Context: an optimization exercise on an open-source flow, tuned for small area and a short achievable clock period. The choices shown serve that exercise and are no tape-out recipe. Function was checked by simulation only, so behaviour that the tests miss may differ from the original.

Setup of sierra:
==> flow/design.v <==
`timescale 1ns / 1ps
module icache_fetch(
    input         clk,
    input         RESET,
    input  [13:0] fetch_addr,    
    input  [31:0] mem_rdata,     
    output [13:0] mem_addr,      
    output [31:0] instr,         
    output [15:0] instr_pc,      
    output        miss           
    );
    reg [9:0]  tag   [0:15];
    reg [1:0]  lru   [0:15];
    reg [15:0] valid;
    reg [32:0] r0 [0:15];    
    reg [32:0] r1 [0:15];
    reg [32:0] r2 [0:15];
    reg [2:0]  ph;           
    reg [13:0] addr_q;       
    reg [3:0]  vict;         
    reg        use_mem;      
    reg [31:0] instr_q;
    reg [31:0] mem_q;        
    reg        done_q;       
    wire [9:0] a_tag = fetch_addr[13:4];
    wire [1:0] a_set = fetch_addr[3:2];
    wire [1:0] a_off = fetch_addr[1:0];
    reg [15:0] m;            
    reg [3:0]  hs;           
    reg [3:0]  match;        
    reg [31:0] cand [0:3];
    reg [31:0] hword;
    integer i, s;
    reg [2:0]  sl [0:15];
    reg [31:0] cw;
    always @(*) begin
        for (i = 0; i < 16; i = i + 1) begin
            m[i] = valid[i] && (tag[i] == a_tag);
            case (a_off)
                2'd2:    sl[i] = {r0[i][32], r2[i][32], r1[i][32]};
                2'd3:    sl[i] = {r1[i][32], r0[i][32], r2[i][32]};
                2'd1:    sl[i] = {r2[i][32], r1[i][32], r0[i][32]};
                default: sl[i] = 3'b000;     
            endcase
        end
        for (s = 0; s < 4; s = s + 1)
            hs[s] = |m[s*4 +: 4];
        for (i = 0; i < 4; i = i + 1) begin
            match[i] = 1'b0;
            cw = 32'b0;
            for (s = 0; s < 4; s = s + 1) begin
                match[i] = match[i] | (a_set == s && m[s*4+i]);
                cw = cw | ({32{a_set == s && sl[s*4+i][0]}} & r0[s*4+i][31:0])
                        | ({32{a_set == s && sl[s*4+i][1]}} & r1[s*4+i][31:0])
                        | ({32{a_set == s && sl[s*4+i][2]}} & r2[s*4+i][31:0]);
            end
            cand[i] = cw;
        end
        hword = ({32{match[3]}} & cand[3]) | ({32{match[2]}} & cand[2])
              | ({32{match[1]}} & cand[1]) | ({32{match[0]}} & cand[0]);
    end
    wire hit = |(hs & (4'b0001 << a_set));
    reg [1:0] lhit [0:15];
    reg [1:0] L;
    always @(*) begin
        for (s = 0; s < 4; s = s + 1) begin
            L = lru[s*4 + a_off];
            for (i = 0; i < 4; i = i + 1) begin
                lhit[s*4+i] = lru[s*4+i];
                if (L != 2'b00) begin
                    if (a_off == i) lhit[s*4+i] = 2'b00;
                    else if (lru[s*4+i] != 2'b00 && lru[s*4+i] < L) lhit[s*4+i] = lru[s*4+i] + 2'b01;
                end
            end
        end
    end
    wire [1:0] q_set = addr_q[3:2];
    reg [3:0] fv;
    reg [1:0] fl [0:3];
    always @(*) begin
        for (i = 0; i < 4; i = i + 1) begin
            fv[i] = 1'b0;
            fl[i] = 2'b00;
            for (s = 0; s < 4; s = s + 1)
                if (q_set == s) begin
                    fv[i] = valid[s*4+i];
                    fl[i] = lru[s*4+i];
                end
        end
    end
    wire [3:0] vict_d = (&fv) ? {fl[3] == 2'b11, fl[2] == 2'b11, fl[1] == 2'b11, fl[0] == 2'b11}
                              : (~fv & (fv + 4'b0001));    
    wire byp = done_q && (a_off == 2'd3) && (a_set == q_set) && |(match & vict);
    always @(posedge clk) begin
        mem_q  <= mem_rdata;
        done_q <= (ph == 3'd7);
        addr_q <= fetch_addr;
        vict   <= vict_d;
        use_mem <= ((ph == 3'd0) && (a_off == 2'd0)) || ((ph == 3'd7) && (addr_q[1:0] == 2'd3));
        if (ph == 3'd0)
            instr_q <= byp ? mem_q : hword;
        else if ((ph == 3'd5 && addr_q[1:0] == 2'd0) || (ph == 3'd6 && addr_q[1:0] == 2'd1) ||
                 (ph == 3'd7 && addr_q[1:0] == 2'd2))
            instr_q <= mem_q;
        else if (ph == 3'd7 && addr_q[1:0] == 2'd3)
            instr_q <= 32'b0;
    end
    wire ins_ph = (ph[2] & (ph[1] | ph[0])) | done_q;
    genvar g;
    generate for (g = 0; g < 16; g = g + 1) begin : line
        wire sel = vict[g % 4] && (q_set == g / 4);
        always @(posedge clk) begin
            r0[g] <= (sel && ins_ph) ? {ph == 3'd6, mem_q} : r2[g];
            r1[g] <= r0[g];
            r2[g] <= r1[g];
            if (sel && ph == 3'd7) tag[g] <= addr_q[13:4];
        end
        always @(posedge clk) begin
            if (RESET) begin
                valid[g] <= 1'b0;
                lru[g]   <= 2'b00;
            end else if (ph == 3'd7) begin
                if (q_set == g / 4) begin
                    if (vict[g % 4]) begin
                        valid[g] <= 1'b1;
                        lru[g]   <= 2'b00;
                    end else if (valid[g])
                        lru[g] <= lru[g] + 2'b01;
                end
            end else if (ph == 3'd0) begin
                if (a_set == g / 4 && hs[g / 4])
                    lru[g] <= lhit[g];
            end
        end
    end endgenerate
    always @(posedge clk) begin
        if (RESET)
            ph <= 3'd0;
        else if (ph != 3'd0 || !hit)
            ph <= ph + 3'd1;
    end
    assign miss = |ph;
    assign mem_addr = {fetch_addr[13:2],
                       ph[2] & (ph[1] | ph[0]),
                       ph[2] & (ph[1] | ~ph[0])};
    assign instr = ({32{use_mem}} & mem_rdata) | instr_q;
    assign instr_pc = {addr_q, 2'b00};
endmodule
clock: 8.0 ns
lec_check: 0
cap_margin: 20
core_margin: 2
core_utilization: 60
cts_buf_list: sky130_fd_sc_hd__clkbuf_16
cts_cluster_diameter: 60
cts_cluster_size: 20
setup_slack_margin: 4.4
slew_margin: 20
run.sh (not shown) runs the stock make flow with config.mk's settings and CLKGATE_MAP_FILE= SYNTH_SCRIPT=/design/flow/synth_recipe.tcl, a recipe that flattens the netlist after the stock synthesis.
Relative to sierra, the following input files were edited for lagoon:
--- a/flow/design.v
+++ b/flow/design.v
@@ -17,11 +17,11 @@
     reg [32:0] r2 [0:15];
     reg [2:0]  ph;           
     reg [13:0] addr_q;       
     reg [3:0]  vict;         
     reg        use_mem;      
-    reg [31:0] instr_q;
+    reg [31:0] instr_qn;     
     reg [31:0] mem_q;        
     reg        done_q;       
     wire [9:0] a_tag = fetch_addr[13:4];
     wire [1:0] a_set = fetch_addr[3:2];
     wire [1:0] a_off = fetch_addr[1:0];
@@ -96,26 +96,29 @@
         done_q <= (ph == 3'd7);
         addr_q <= fetch_addr;
         vict   <= vict_d;
         use_mem <= ((ph == 3'd0) && (a_off == 2'd0)) || ((ph == 3'd7) && (addr_q[1:0] == 2'd3));
         if (ph == 3'd0)
-            instr_q <= byp ? mem_q : hword;
+            instr_qn <= ~(byp ? mem_q : hword);
         else if ((ph == 3'd5 && addr_q[1:0] == 2'd0) || (ph == 3'd6 && addr_q[1:0] == 2'd1) ||
                  (ph == 3'd7 && addr_q[1:0] == 2'd2))
-            instr_q <= mem_q;
+            instr_qn <= ~mem_q;
         else if (ph == 3'd7 && addr_q[1:0] == 2'd3)
-            instr_q <= 32'b0;
+            instr_qn <= 32'hffffffff;
     end
-    wire ins_ph = (ph[2] & (ph[1] | ph[0])) | done_q;
+    wire ins_nx = ph[2];     
+    reg [15:0] ins, keep;
     genvar g;
     generate for (g = 0; g < 16; g = g + 1) begin : line
         wire sel = vict[g % 4] && (q_set == g / 4);
         always @(posedge clk) begin
-            r0[g] <= (sel && ins_ph) ? {ph == 3'd6, mem_q} : r2[g];
+            ins[g]  <= ins_nx && sel;
+            keep[g] <= !(ins_nx && sel);
+            r0[g] <= ({33{ins[g]}} & {ph == 3'd6, mem_q}) | ({33{keep[g]}} & r2[g]);
             r1[g] <= r0[g];
             r2[g] <= r1[g];
-            if (sel && ph == 3'd7) tag[g] <= addr_q[13:4];
+            tag[g] <= ({10{ins[g]}} & addr_q[13:4]) | ({10{keep[g]}} & tag[g]);
         end
         always @(posedge clk) begin
             if (RESET) begin
                 valid[g] <= 1'b0;
                 lru[g]   <= 2'b00;
@@ -141,8 +144,8 @@
     end
     assign miss = |ph;
     assign mem_addr = {fetch_addr[13:2],
                        ph[2] & (ph[1] | ph[0]),
                        ph[2] & (ph[1] | ~ph[0])};
-    assign instr = ({32{use_mem}} & mem_rdata) | instr_q;
+    assign instr = ~(~({32{use_mem}} & mem_rdata) & instr_qn);
     assign instr_pc = {addr_q, 2'b00};
 endmodule
Notes after the runs:
- Length of routed met2 wiring (sierra / lagoon): 0.937
- [compare] base=sierra new=lagoon: wire length of the first global-routing pass +11%; filler cell count moved up; number of cells on the critical path lower; global placement routability congestion moved down.
- Beginning of the critical path: fetch_addr[0] -> lagoon, fetch_addr[4] -> sierra
- NOTE number of register bits inferred by synthesis sierra->lagoon increased slightly
- sierra → lagoon: synthesized cell count increased about 5%, register area went down.

==> re-timing with driven ports <==
The results above use ideal ports. As a check the final layouts listed here were re-extracted and re-timed, cells and wires unchanged.
Step 1, drivers: a clkbuf_16 drives clk and a buf_2 each remaining input, both assumed.
Step 2 also shifts input and output timing later by t, the mid clock arrival at the registers, as if the neighbouring blocks saw the same clock.
a / b / c = ideal / step 1 / step 2; a / b = the first two.
run	t (ns)	setup WS [ns]	worst setup path at the end	worst register clock-pin slew, ns	pins driven straight from the clock port
sierra	0.830	4.308 / 4.209 / 3.379	input to register	0.09 / 0.09	1
lagoon	0.837	4.326 / 4.138 / 3.301	input to register	0.09 / 0.09	1
After both steps every run listed still meets setup and hold. The setup slack of lagoon, which loses most, moves by -0.188 ns with the drivers and by -1.025 ns with both steps.
